Context: an optimization exercise on an open-source flow, tuned for small area and a short achievable clock period. The choices shown serve that exercise and are no tape-out recipe.
At most, simulation tests tie the RTL to the original design; equivalence was not proved.
Power and IR drop assume default switching activity.

==> run Z <==
## FIR_filter
module FIR_filter #(
    parameter  N1   = 8,
    parameter  N2 = 16 ,
    parameter integer N3  = 32
)(
    input  wire                      clk,
    input  wire                      rst,
    input  wire                      enable,
    input  wire signed [N2-1:0]    input_data,
    output  signed [N3-1:0]   sampleT,
   output   signed [N3-1:0] output_data
);
clock: 12.0 ns
lec_check: 0
cap_margin: 20
core_margin: 2
core_utilization: 60
cts_buf_list: sky130_fd_sc_hd__clkbuf_8
cts_cluster_diameter: 100
cts_cluster_size: 40
place_density: 0.7
slew_margin: 20
synth_hierarchical: 1
synth_minimum_keep_size: 0
standard.sh (not shown) runs the stock make flow with config.mk's settings and CLKGATE_MAP_FILE= SYNTH_SCRIPT=/design/flow/synth_recipe.tcl, a recipe that flattens the netlist after the stock synthesis.
==> flow/flow/run.sh <==
#!/bin/bash
# The standard layout (the standard.sh, unchanged synthesis and steps), with the
# port buffers that the flow inserts on every input and output made from buf_2 cells.
# make's output goes to layout.log; each tool's own log is under orfs/logs/.
set -euo pipefail
bash standard.sh 'BUFFER_PORTS_ARGS=-buffer_cell sky130_fd_sc_hd__buf_2' finish > layout.log 2>&1
==> inputs of run C, as changes to run Z <==
==> flow/run.sh (new file) <==
#!/bin/bash
# synth_recipe.tcl (not shown) runs the flow's synth.tcl, then flattens the netlist and writes it again
# the make line also repeats each setting of config.mk as NAME=value (left out here)
make -C /OpenROAD-flow-scripts/flow DESIGN_CONFIG=/design/flow/config.mk WORK_HOME=/design/flow/orfs CLKGATE_MAP_FILE= SYNTH_SCRIPT=/design/flow/synth_recipe.tcl finish
removed: flow/flow/run.sh
removed: flow/standard.sh
==> notes <==
Run Z passed the timing, design-rule and antenna checks. Run C passed the timing, design-rule and antenna checks. In synthesized area, run C and run Z do not differ. Against run Z, the global-route usage of run C is lower by 0.61 points. In run Z the setup slack is higher than in run C, by 72 ps. Synthesized cell count is the same in run Z and run C. Between run Z and run C, the lower final area is in run Z (gap about 4%, measured against run C). Between run C and run Z, the lower worst hold slack is in run Z (gap 7.2 ps). Via count: run Z is larger than run C (about 1.3%).
==> figures <==
item	run Z	run C
Number of cells on the critical path	14	6
Fin crit period	5100 ps	5170 ps
Global-route track usage on met3	0.0434	0.0404
Design internal power	1.44 mW	1.58 mW
Status	finished clean	finished clean
Clock network contribution to total cell area	0.0308	0.0383
Number of fillers in the final layout	1543	1499
Reported net switching power	978 uW	985 uW
Critical path endpoint	ylo[7]$_SDFFE_PP0P_	output_data[29]
Highest net fanout along the worst path	5	6
Portion of the layout cell area used by non-clock buffers	0.0367	0.0675
Detailed-route wire length on metal 1	8.13 mm	8.36 mm
Min Hold Slack	481 ps	489 ps
Post-Place Worst Slack	6900 ps	6550 ps
Combinational fraction of design power	0.584	0.572

---

==> violet: inputs <==
FIR_filter, a different RTL version from the one above (not shown whole).
clock: 12.0 ns
lec_check: 0
cap_margin: 20
core_margin: 2
core_utilization: 40
place_density: 0.6
slew_margin: 20
synth_hierarchical: 1
synth_minimum_keep_size: 0
run.sh (not shown) runs the stock make flow with config.mk's settings and CLKGATE_MAP_FILE= SYNTH_SCRIPT=/design/flow/synth_recipe.tcl, a recipe that flattens the netlist after the stock synthesis.
Stock flow here: none of the scripts above is used.
==> onyx: changes against violet <==
--- a/flow/design.v
+++ b/flow/design.v
@@ -8,17 +8,19 @@
     input  wire                      rst,
     input  wire                      enable,
     input  wire signed [N2-1:0]    input_data,
     output  signed [N3-1:0]   sampleT,
    output   signed [N3-1:0] output_data
 );
   reg [15:0] s0;
   reg [16:0] u0, u1, u2, u3, u4, u5;
-  reg [24:0] yr;
+  reg [7:0] ylo;
+  reg yc;
+  reg [16:0] yha, yhb;
   wire vs1, vc2;
   fir_fa u_vs1 (.a(u1[0]), .b(u3[0]), .c(~s0[0]), .s(vs1), .co(vc2));
   wire vs3, vc4;
   fir_fa u_vs3 (.a(u1[1]), .b(u3[1]), .c(~s0[1]), .s(vs3), .co(vc4));
   wire vs5, vc6;
   fir_fa u_vs5 (.a(~u5[1]), .b(vc2), .c(vs3), .s(vs5), .co(vc6));
   wire vs7, vc8;
   fir_fa u_vs7 (.a(u1[2]), .b(u3[2]), .c(~s0[2]), .s(vs7), .co(vc8));
@@ -383,158 +385,157 @@
   wire qs367, qc368;
   fir_fa u_qs367 (.a(qc358), .b(qs365), .c(qc360), .s(qs367), .co(qc368));
   wire qs369, qc370;
   fir_ha u_qs369 (.a(qc362), .b(qs367), .s(qs369), .co(qc370));
   wire qs371 = ~(~u2[16] ^ qc366);
   wire qc372 = ~u2[16] | qc366;
   wire qs373, qc374;
   fir_fa u_qs373 (.a(qs371), .b(qc368), .c(qc370), .s(qs373), .co(qc374));
-  wire [24:0] qa = {1'b1, qc372, qs373, qs369, qs363, qc340, qs339, qs323, qs305, qc270, qc252, qc234, qc216, qc198, qc180, qc162, qc144, qs143, qc110, qc96, qc84, qs83, ~input_data[2], qs69, qs67};
-  wire [24:0] qb = {1'b0, qc374, 1'b0, qc364, qc354, qs353, qc324, 1'b0, qc288, qs287, qs269, qs251, qs233, qs215, qs197, qs179, qs161, 1'b0, qs125, qs109, qs95, 1'b0, qs75, ~input_data[1], ~input_data[0]};
-  wire [24:0] y_next_p = qa ^ qb;
-  wire [24:0] y_next_g = qa & qb;
-  wire [23:0] y_next_c;
-  fir_pfx_y_next u_pfx_y_next (.p(y_next_p[23:0]), .g(y_next_g[23:0]), .c(y_next_c));
-  wire [24:0] y_next = y_next_p ^ {y_next_c, 1'b0};
+  wire [8:0] qa = {1'b0, qs143, qc110, qc96, qc84, qs83, ~input_data[2], qs69, qs67};
+  wire [8:0] qb = {1'b0, 1'b0, qs125, qs109, qs95, 1'b0, qs75, ~input_data[1], ~input_data[0]};
+  wire [8:0] ylo_next_p = qa ^ qb;
+  wire [8:0] ylo_next_g = qa & qb;
+  wire [7:0] ylo_next_c;
+  fir_pfx_ylo_next u_pfx_ylo_next (.p(ylo_next_p[7:0]), .g(ylo_next_g[7:0]), .c(ylo_next_c));
+  wire [8:0] ylo_next = ylo_next_p ^ {ylo_next_c, 1'b0};
+  wire [16:0] yha_next = {1'b1, qc372, qs373, qs369, qs363, qc340, qs339, qs323, qs305, qc270, qc252, qc234, qc216, qc198, qc180, qc162, qc144};
+  wire [16:0] yhb_next = {1'b0, qc374, 1'b0, qc364, qc354, qs353, qc324, 1'b0, qc288, qs287, qs269, qs251, qs233, qs215, qs197, qs179, qs161};
   wire [16:0] ui_a = {input_data[15], input_data};
   wire [16:0] ui_b = {s0[15], s0};
   wire [16:0] u_in_p = ui_a ^ ui_b;
   wire [16:0] u_in_g = ui_a & ui_b;
   wire [15:0] u_in_c;
   fir_pfx_u_in u_pfx_u_in (.p(u_in_p[15:0]), .g(u_in_g[15:0]), .c(u_in_c));
   wire [16:0] u_in = u_in_p ^ {u_in_c, 1'b0};
+  wire [17:0] yo_a = {yha, yc};
+  wire [17:0] yo_b = {yhb, yc};
+  wire [17:0] yo_p = yo_a ^ yo_b;
+  wire [17:0] yo_g = yo_a & yo_b;
+  wire [16:0] yo_c;
+  fir_pfx_yo u_pfx_yo (.p(yo_p[16:0]), .g(yo_g[16:0]), .c(yo_c));
+  wire [17:0] yo = yo_p ^ {yo_c, 1'b0};
+  wire [24:0] y = {yo[17:1], ylo};
   always @(posedge clk) begin
     if (rst) begin
       s0 <= 16'd0;
       u0 <= 17'd0; u1 <= 17'd0; u2 <= 17'd0; u3 <= 17'd0; u4 <= 17'd0; u5 <= 17'd0;
-      yr <= 25'd0;
+      ylo <= 8'd0; yc <= 1'b0; yha <= 17'd0; yhb <= 17'd0;
     end else if (enable) begin
-      yr <= y_next;
+      ylo <= ylo_next[7:0]; yc <= ylo_next[8]; yha <= yha_next; yhb <= yhb_next;
       s0 <= input_data;
       u0 <= u_in; u1 <= u0; u2 <= u1; u3 <= u2; u4 <= u3; u5 <= u4;
     end
   end
-  assign output_data = {{7{yr[24]}}, yr};
+  assign output_data = {{7{y[24]}}, y};
   assign sampleT = {{16{s0[15]}}, s0};
 endmodule
 module fir_fa (input wire a, input wire b, input wire c, output wire s, output wire co);
   assign s = a ^ b ^ c;
   assign co = (a & b) | (a & c) | (b & c);
 endmodule
 module fir_ha (input wire a, input wire b, output wire s, output wire co);
   assign s = a ^ b;
   assign co = a & b;
 endmodule
-module fir_pfx_y_next (input wire [23:0] p, input wire [23:0] g, output wire [23:0] c);
+module fir_pfx_ylo_next (input wire [7:0] p, input wire [7:0] g, output wire [7:0] c);
+  wire G1 = g[1] | (p[1] & g[0]);
+  wire P2 = p[1] & p[0];
+  wire G3 = g[3] | (p[3] & g[2]);
+  wire P4 = p[3] & p[2];
+  wire G5 = g[5] | (p[5] & g[4]);
+  wire P6 = p[5] & p[4];
+  wire G7 = g[7] | (p[7] & g[6]);
+  wire P8 = p[7] & p[6];
+  wire G9 = g[2] | (p[2] & G1);
+  wire P10 = p[2] & P2;
+  wire G11 = G3 | (P4 & G1);
+  wire P12 = P4 & P2;
+  wire G13 = g[6] | (p[6] & G5);
+  wire P14 = p[6] & P6;
+  wire G15 = G7 | (P8 & G5);
+  wire P16 = P8 & P6;
+  wire G17 = g[4] | (p[4] & G11);
+  wire P18 = p[4] & P12;
+  wire G19 = G5 | (P6 & G11);
+  wire P20 = P6 & P12;
+  wire G21 = G13 | (P14 & G11);
+  wire P22 = P14 & P12;
+  wire G23 = G15 | (P16 & G11);
+  wire P24 = P16 & P12;
+  assign c = {G23, G21, G19, G17, G11, G9, G1, g[0]};
+endmodule
+module fir_pfx_yo (input wire [16:0] p, input wire [16:0] g, output wire [16:0] c);
   wire G1 = g[1] | (p[1] & g[0]);
   wire P2 = p[1] & p[0];
   wire G3 = g[3] | (p[3] & g[2]);
   wire P4 = p[3] & p[2];
   wire G5 = g[5] | (p[5] & g[4]);
   wire P6 = p[5] & p[4];
   wire G7 = g[7] | (p[7] & g[6]);
   wire P8 = p[7] & p[6];
   wire G9 = g[9] | (p[9] & g[8]);
   wire P10 = p[9] & p[8];
   wire G11 = g[11] | (p[11] & g[10]);
   wire P12 = p[11] & p[10];
   wire G13 = g[13] | (p[13] & g[12]);
   wire P14 = p[13] & p[12];
   wire G15 = g[15] | (p[15] & g[14]);
   wire P16 = p[15] & p[14];
-  wire G17 = g[17] | (p[17] & g[16]);
-  wire P18 = p[17] & p[16];
-  wire G19 = g[19] | (p[19] & g[18]);
-  wire P20 = p[19] & p[18];
-  wire G21 = g[21] | (p[21] & g[20]);
-  wire P22 = p[21] & p[20];
-  wire G23 = g[23] | (p[23] & g[22]);
-  wire P24 = p[23] & p[22];
-  wire G25 = g[2] | (p[2] & G1);
-  wire P26 = p[2] & P2;
-  wire G27 = G3 | (P4 & G1);
-  wire P28 = P4 & P2;
-  wire G29 = g[6] | (p[6] & G5);
-  wire P30 = p[6] & P6;
-  wire G31 = G7 | (P8 & G5);
-  wire P32 = P8 & P6;
-  wire G33 = g[10] | (p[10] & G9);
-  wire P34 = p[10] & P10;
-  wire G35 = G11 | (P12 & G9);
-  wire P36 = P12 & P10;
-  wire G37 = g[14] | (p[14] & G13);
-  wire P38 = p[14] & P14;
-  wire G39 = G15 | (P16 & G13);
-  wire P40 = P16 & P14;
-  wire G41 = g[18] | (p[18] & G17);
-  wire P42 = p[18] & P18;
-  wire G43 = G19 | (P20 & G17);
-  wire P44 = P20 & P18;
-  wire G45 = g[22] | (p[22] & G21);
-  wire P46 = p[22] & P22;
-  wire G47 = G23 | (P24 & G21);
-  wire P48 = P24 & P22;
-  wire G49 = g[4] | (p[4] & G27);
-  wire P50 = p[4] & P28;
-  wire G51 = G5 | (P6 & G27);
-  wire P52 = P6 & P28;
-  wire G53 = G29 | (P30 & G27);
-  wire P54 = P30 & P28;
-  wire G55 = G31 | (P32 & G27);
-  wire P56 = P32 & P28;
-  wire G57 = g[12] | (p[12] & G35);
-  wire P58 = p[12] & P36;
-  wire G59 = G13 | (P14 & G35);
-  wire P60 = P14 & P36;
-  wire G61 = G37 | (P38 & G35);
-  wire P62 = P38 & P36;
-  wire G63 = G39 | (P40 & G35);
-  wire P64 = P40 & P36;
-  wire G65 = g[20] | (p[20] & G43);
-  wire P66 = p[20] & P44;
-  wire G67 = G21 | (P22 & G43);
-  wire P68 = P22 & P44;
-  wire G69 = G45 | (P46 & G43);
-  wire P70 = P46 & P44;
-  wire G71 = G47 | (P48 & G43);
-  wire P72 = P48 & P44;
-  wire G73 = g[8] | (p[8] & G55);
-  wire P74 = p[8] & P56;
-  wire G75 = G9 | (P10 & G55);
-  wire P76 = P10 & P56;
-  wire G77 = G33 | (P34 & G55);
-  wire P78 = P34 & P56;
-  wire G79 = G35 | (P36 & G55);
-  wire P80 = P36 & P56;
-  wire G81 = G57 | (P58 & G55);
-  wire P82 = P58 & P56;
-  wire G83 = G59 | (P60 & G55);
-  wire P84 = P60 & P56;
-  wire G85 = G61 | (P62 & G55);
-  wire P86 = P62 & P56;
-  wire G87 = G63 | (P64 & G55);
-  wire P88 = P64 & P56;
-  wire G89 = g[16] | (p[16] & G87);
-  wire P90 = p[16] & P88;
-  wire G91 = G17 | (P18 & G87);
-  wire P92 = P18 & P88;
-  wire G93 = G41 | (P42 & G87);
-  wire P94 = P42 & P88;
-  wire G95 = G43 | (P44 & G87);
-  wire P96 = P44 & P88;
-  wire G97 = G65 | (P66 & G87);
-  wire P98 = P66 & P88;
-  wire G99 = G67 | (P68 & G87);
-  wire P100 = P68 & P88;
-  wire G101 = G69 | (P70 & G87);
-  wire P102 = P70 & P88;
-  wire G103 = G71 | (P72 & G87);
-  wire P104 = P72 & P88;
-  assign c = {G103, G101, G99, G97, G95, G93, G91, G89, G87, G85, G83, G81, G79, G77, G75, G73, G55, G53, G51, G49, G27, G25, G1, g[0]};
+  wire G17 = g[2] | (p[2] & G1);
+  wire P18 = p[2] & P2;
+  wire G19 = G3 | (P4 & G1);
+  wire P20 = P4 & P2;
+  wire G21 = g[6] | (p[6] & G5);
+  wire P22 = p[6] & P6;
+  wire G23 = G7 | (P8 & G5);
+  wire P24 = P8 & P6;
+  wire G25 = g[10] | (p[10] & G9);
+  wire P26 = p[10] & P10;
+  wire G27 = G11 | (P12 & G9);
+  wire P28 = P12 & P10;
+  wire G29 = g[14] | (p[14] & G13);
+  wire P30 = p[14] & P14;
+  wire G31 = G15 | (P16 & G13);
+  wire P32 = P16 & P14;
+  wire G33 = g[4] | (p[4] & G19);
+  wire P34 = p[4] & P20;
+  wire G35 = G5 | (P6 & G19);
+  wire P36 = P6 & P20;
+  wire G37 = G21 | (P22 & G19);
+  wire P38 = P22 & P20;
+  wire G39 = G23 | (P24 & G19);
+  wire P40 = P24 & P20;
+  wire G41 = g[12] | (p[12] & G27);
+  wire P42 = p[12] & P28;
+  wire G43 = G13 | (P14 & G27);
+  wire P44 = P14 & P28;
+  wire G45 = G29 | (P30 & G27);
+  wire P46 = P30 & P28;
+  wire G47 = G31 | (P32 & G27);
+  wire P48 = P32 & P28;
+  wire G49 = g[8] | (p[8] & G39);
+  wire P50 = p[8] & P40;
+  wire G51 = G9 | (P10 & G39);
+  wire P52 = P10 & P40;
+  wire G53 = G25 | (P26 & G39);
+  wire P54 = P26 & P40;
+  wire G55 = G27 | (P28 & G39);
+  wire P56 = P28 & P40;
+  wire G57 = G41 | (P42 & G39);
+  wire P58 = P42 & P40;
+  wire G59 = G43 | (P44 & G39);
+  wire P60 = P44 & P40;
+  wire G61 = G45 | (P46 & G39);
+  wire P62 = P46 & P40;
+  wire G63 = G47 | (P48 & G39);
+  wire P64 = P48 & P40;
+  wire G65 = g[16] | (p[16] & G63);
+  wire P66 = p[16] & P64;
+  assign c = {G65, G63, G61, G59, G57, G55, G53, G51, G49, G39, G37, G35, G33, G19, G17, G1, g[0]};
 endmodule
 module fir_pfx_u_in (input wire [15:0] p, input wire [15:0] g, output wire [15:0] c);
   wire G1 = g[1] | (p[1] & g[0]);
   wire P2 = p[1] & p[0];
   wire G3 = g[3] | (p[3] & g[2]);
   wire P4 = p[3] & p[2];
   wire G5 = g[5] | (p[5] & g[4]);
   wire P6 = p[5] & p[4];
==> flow/config.mk (replaced) <==
export PLATFORM = sky130hd
export DESIGN_NAME = FIR_filter
export DESIGN_NICKNAME = FIR_filter
export VERILOG_FILES = /design/flow/design.v
export SDC_FILE = /design/flow/constraint.sdc
export NUM_CORES = 4
export LEC_CHECK = 0
export CAP_MARGIN = 20
export CORE_MARGIN = 2
export CORE_UTILIZATION = 60
export CTS_BUF_LIST = sky130_fd_sc_hd__clkbuf_8
export CTS_CLUSTER_DIAMETER = 100
export CTS_CLUSTER_SIZE = 40
export PLACE_DENSITY = 0.7
export SLEW_MARGIN = 20
export SYNTH_HIERARCHICAL = 1
export SYNTH_MINIMUM_KEEP_SIZE = 0
==> lagoon: changes against violet <==
==> flow/config.mk (replaced) <==
export PLATFORM = sky130hd
export DESIGN_NAME = FIR_filter
export DESIGN_NICKNAME = FIR_filter
export VERILOG_FILES = /design/flow/design.v
export SDC_FILE = /design/flow/constraint.sdc
export NUM_CORES = 4
export LEC_CHECK = 0
export CAP_MARGIN = 20
export CORE_MARGIN = 2
export CORE_UTILIZATION = 60
export CTS_BUF_LIST = sky130_fd_sc_hd__clkbuf_8
export CTS_CLUSTER_DIAMETER = 100
export CTS_CLUSTER_SIZE = 40
export PLACE_DENSITY = 0.7
export SLEW_MARGIN = 20
export SYNTH_HIERARCHICAL = 1
export SYNTH_MINIMUM_KEEP_SIZE = 0
==> impl_metrics.env <==
export IMPL_first_global_vias=6821
export IMPL_regArea_sq_um=2860
export IMPL_instances_no_fill=1225
export IMPL_run_status="no timing/DRC/antenna violations"
export IMPL_multi_input_gates=659
export IMPL_grt_pass1_wl_um=33400
export IMPL_buf_share_pct=7.11
That was lagoon.
==> impl_metrics.env <==
export IMPL_grt_pass1_wl_um=35100
export IMPL_run_status="no timing/DRC/antenna violations"
export IMPL_multi_input_gates=659
export IMPL_instances_no_fill=1375
export IMPL_setup_viol_count_final=0
export IMPL_first_global_vias=6718
export IMPL_num_nonclk_inverters=77
That was violet.
==> impl_metrics.env <==
export IMPL_run_status="no timing/DRC/antenna violations"
export IMPL_first_global_vias=7031
export IMPL_buf_share_pct=6.71
export IMPL_instances_no_fill=1309
export IMPL_multi_input_gates=693
export IMPL_grt_pass1_wl_um=35100
export IMPL_comb_power_mw=1.39
export IMPL_regArea_sq_um=3160
That was onyx.
For onyx, only the layout was checked, not whether the RTL still works.

==> what the ideal ports hide <==
How much do the figures lean on ideal ports? The routed layouts below were timed once more, with nothing changed but the port constraints. Step 1: set_driving_cell puts a clkbuf_16 on clk and a buf_2 on each other input, an assumption about the parent block. Step 2 also shifts input and output timing later by t, the mid clock arrival at the registers, as if the neighbouring blocks saw the same clock. a / b / c = no drivers / after step 1 / after step 2; a / b = the first two.
run | t, ns | setup WS [ns] | slew at the worst register clock pin (ns)
run Z | 0.499 | 6.900 / 6.900 / 6.900 | 0.09 / 0.09
run C | 0.501 | 6.828 / 6.787 / 6.547 | 0.09 / 0.09
violet | 0.468 | 5.964 / 5.964 / 5.723 | 0.07 / 0.07
onyx | 0.497 | 6.580 / 6.538 / 6.511 | 0.09 / 0.09
lagoon | 0.490 | 5.969 / 5.969 / 5.817 | 0.09 / 0.09
After both steps setup and hold are still met in every run listed. For run C, which loses most, drivers alone change the setup slack by -0.041 ns; drivers and shift together by -0.281 ns.
